What follows belongs to an exercise in optimizing a design on an open flow for small area; a production flow would make more cautious choices.
Where RTL was checked, it was by simulation tests only, not by an equivalence proof against the original.

08-20:
Design edgeDetection2, start of the top module:
module edgeDetection2(
    input  logic        clk,
    input  logic        n_rst,
    input  logic        startSignal,
    input  logic [23:0] inputData,
    input  logic        rwError,
    input  logic        readDone,
    input  logic        writeDone,
    output logic [31:0] readAddress,
    output logic [7:0]  outputData,
    output logic        readEnable,
    output logic        writeEnable,
    output logic        outputError
);
export LEC_CHECK = 0
export CAP_MARGIN = 20
export CORE_MARGIN = 2
export CORE_UTILIZATION = 40
export CTS_BUF_LIST = sky130_fd_sc_hd__clkbuf_8
export CTS_CLUSTER_DIAMETER = 80
export CTS_CLUSTER_SIZE = 30
export SLEW_MARGIN = 20
export SYNTH_HIERARCHICAL = 1
create_clock -name core_clock -period 12.0 [get_ports {clk}]
run.sh (not shown) runs the stock make flow with config.mk's settings and CLKGATE_MAP_FILE= SYNTH_SCRIPT=/design/flow/synth_recipe.tcl, a recipe that flattens the netlist after the stock synthesis.
#### Input delta (10-01 over 08-20)
--- a/flow/config.mk
+++ b/flow/config.mk
@@ -9,7 +9,4 @@
 export CORE_MARGIN = 2
 export CORE_UTILIZATION = 40
-export CTS_BUF_LIST = sky130_fd_sc_hd__clkbuf_8
-export CTS_CLUSTER_DIAMETER = 80
-export CTS_CLUSTER_SIZE = 30
 export SLEW_MARGIN = 20
 export SYNTH_HIERARCHICAL = 1
## What came out
Summary of the comparison: met3 wirelength from detailed routing is higher in 10-01, relative to 08-20. The clock buffer count in 10-01 sits 4 above the value recorded for 08-20.
No run of this note included a check of the RTL's function; only the layout flow was run.

---

Another version of the RTL of edgeDetection2 (not shown whole).
Size in the first run: ~120 flip-flops, roughly 73 I/O pins.
==> flow/config.mk <==
export PLATFORM = sky130hd
export DESIGN_NAME = edgeDetection2
export DESIGN_NICKNAME = edgeDetection2
export VERILOG_FILES = /design/flow/design.v
export SDC_FILE = /design/flow/constraint.sdc
export NUM_CORES = 4
export LEC_CHECK = 0
export CAP_MARGIN = 20
export CORE_MARGIN = 2
export CORE_UTILIZATION = 70
export SLEW_MARGIN = 20
export SYNTH_HIERARCHICAL = 1
==> flow/constraint.sdc <==
create_clock -name core_clock -period 12.0 [get_ports {clk}]
set_input_delay 2.4000 -clock core_clock [delete_from_list [all_inputs] [get_ports {clk}]]
set_output_delay 2.4000 -clock core_clock [all_outputs]
set_load 0.01 [all_outputs]
standard.sh (not shown) runs the stock make flow with config.mk's settings and CLKGATE_MAP_FILE= SYNTH_SCRIPT=/design/flow/synth_recipe.tcl, a recipe that flattens the netlist after the stock synthesis.
==> flow/flow/run.sh <==
#!/bin/bash
# The standard layout (standard.sh) with two changes:
#  - the port buffers are the smallest buffer cell (sky130_fd_sc_hd__buf_1);
#  - clock tree synthesis inserts no dummy loads and builds the tree from
#    sky130_fd_sc_hd__clkbuf_4.
# All of standard.sh's output goes to standard.log; each ORFS step keeps its
# own log under orfs/logs/.
set -e
export BUFFER_PORTS_ARGS="-buffer_cell sky130_fd_sc_hd__buf_1"
export CTS_ARGS="-sink_clustering_enable -repair_clock_nets -dont_use_dummy_load -buf_list sky130_fd_sc_hd__clkbuf_4 -sink_clustering_size 20 -sink_clustering_max_diameter 120"
bash standard.sh > standard.log 2>&1
Then changed:
CORE_UTILIZATION = 40   (was 70)
Effect: The changed run finished with timing, DRC and antenna clean; cell count went up by 15%; final area came out higher by 2.0%; synthesized cell count does not change; wire length went down by 2.6%.
Then changed:
CORE_UTILIZATION = 80   (was 40)
After rerunning: Final cell count decreases by about a fifth. Die area decreases by well over a third. Sequential share of layout area increases by 0.67 points. Via count increases by a little under a tenth. Core utilization increases by 43 points. Non-clock buffer count decreases by 1. Worst hold slack loses 0.0058 ns. Clock skew decreases by 0.0068 ns. Global-route usage increases by 20 points.
Then changed:
--- a/flow/flow/run.sh
+++ b/flow/flow/run.sh
@@ -8,4 +8,4 @@
 set -e
 export BUFFER_PORTS_ARGS="-buffer_cell sky130_fd_sc_hd__buf_1"
-export CTS_ARGS="-sink_clustering_enable -repair_clock_nets -dont_use_dummy_load -buf_list sky130_fd_sc_hd__clkbuf_4 -sink_clustering_size 20 -sink_clustering_max_diameter 120"
+export CTS_ARGS="-sink_clustering_enable -repair_clock_nets -dont_use_dummy_load -buf_list {sky130_fd_sc_hd__clkbuf_2 sky130_fd_sc_hd__clkbuf_4}"
 bash standard.sh > standard.log 2>&1
CORE_UTILIZATION = 70   (was 80)
The changed run ran to the end with no violations.
Setup slack gains 0.063 ns.
Worst hold slack barely changes.
Then changed:
--- a/flow/flow/run.sh
+++ b/flow/flow/run.sh
@@ -8,4 +8,4 @@
 set -e
 export BUFFER_PORTS_ARGS="-buffer_cell sky130_fd_sc_hd__buf_1"
-export CTS_ARGS="-sink_clustering_enable -repair_clock_nets -dont_use_dummy_load -buf_list {sky130_fd_sc_hd__clkbuf_2 sky130_fd_sc_hd__clkbuf_4}"
+export CTS_ARGS="-sink_clustering_enable -repair_clock_nets -dont_use_dummy_load -buf_list sky130_fd_sc_hd__clkbuf_4 -sink_clustering_size 12 -sink_clustering_max_diameter 60"
 bash standard.sh > standard.log 2>&1
CORE_UTILIZATION = 40   (was 70)
After rerunning:
- global-route usage is lower by 12 points
- core utilization is lower by 31 points
- cell area is higher by about 2%

## separate check: timing with driven ports
The results above use ideal ports. As a check the final layouts listed here were re-extracted and re-timed, cells and wires unchanged.
Step 1: set_driving_cell puts a clkbuf_16 on clk and a buf_2 on each other input, an assumption about the parent block.
Step 2 adds t to the input delays and takes it off the output delays; t is the mean of the earliest and latest rising clock arrival at the registers after step 1. Input paths then give back, and output paths get back, about the clock's delay inside the block.
Three values: ideal ports, drivers, drivers and shift; two values: the first two.
| run | t, ns | setup WS [ns] | hold WS [ns] | worst data-port slew with drivers (ns) |
|---|---|---|---|---|
| 08-20 | 0.467 | 1.098 / 1.098 / 1.098 | 0.354 / 0.354 / 0.354 | 0.03 |
| 10-01 | 0.459 | 1.086 / 1.086 / 1.086 | 0.348 / 0.348 / 0.348 | 0.03 |
| the first run of note 2 | 0.536 | 1.225 / 1.225 / 1.225 | 0.421 / 0.421 / 0.421 | 0.04 |
| the second run of note 2 | 0.554 | 1.315 / 1.315 / 1.315 | 0.428 / 0.428 / 0.428 | 0.05 |
| the third run of note 2 | 0.543 | 1.162 / 1.162 / 1.162 | 0.422 / 0.422 / 0.422 | 0.04 |
| the fourth run of note 2 | 0.536 | 1.225 / 1.225 / 1.225 | 0.421 / 0.421 / 0.421 | 0.04 |
| the fifth run of note 2 | 0.554 | 1.315 / 1.315 / 1.315 | 0.428 / 0.428 / 0.428 | 0.05 |
After both steps every run listed still meets setup and hold.
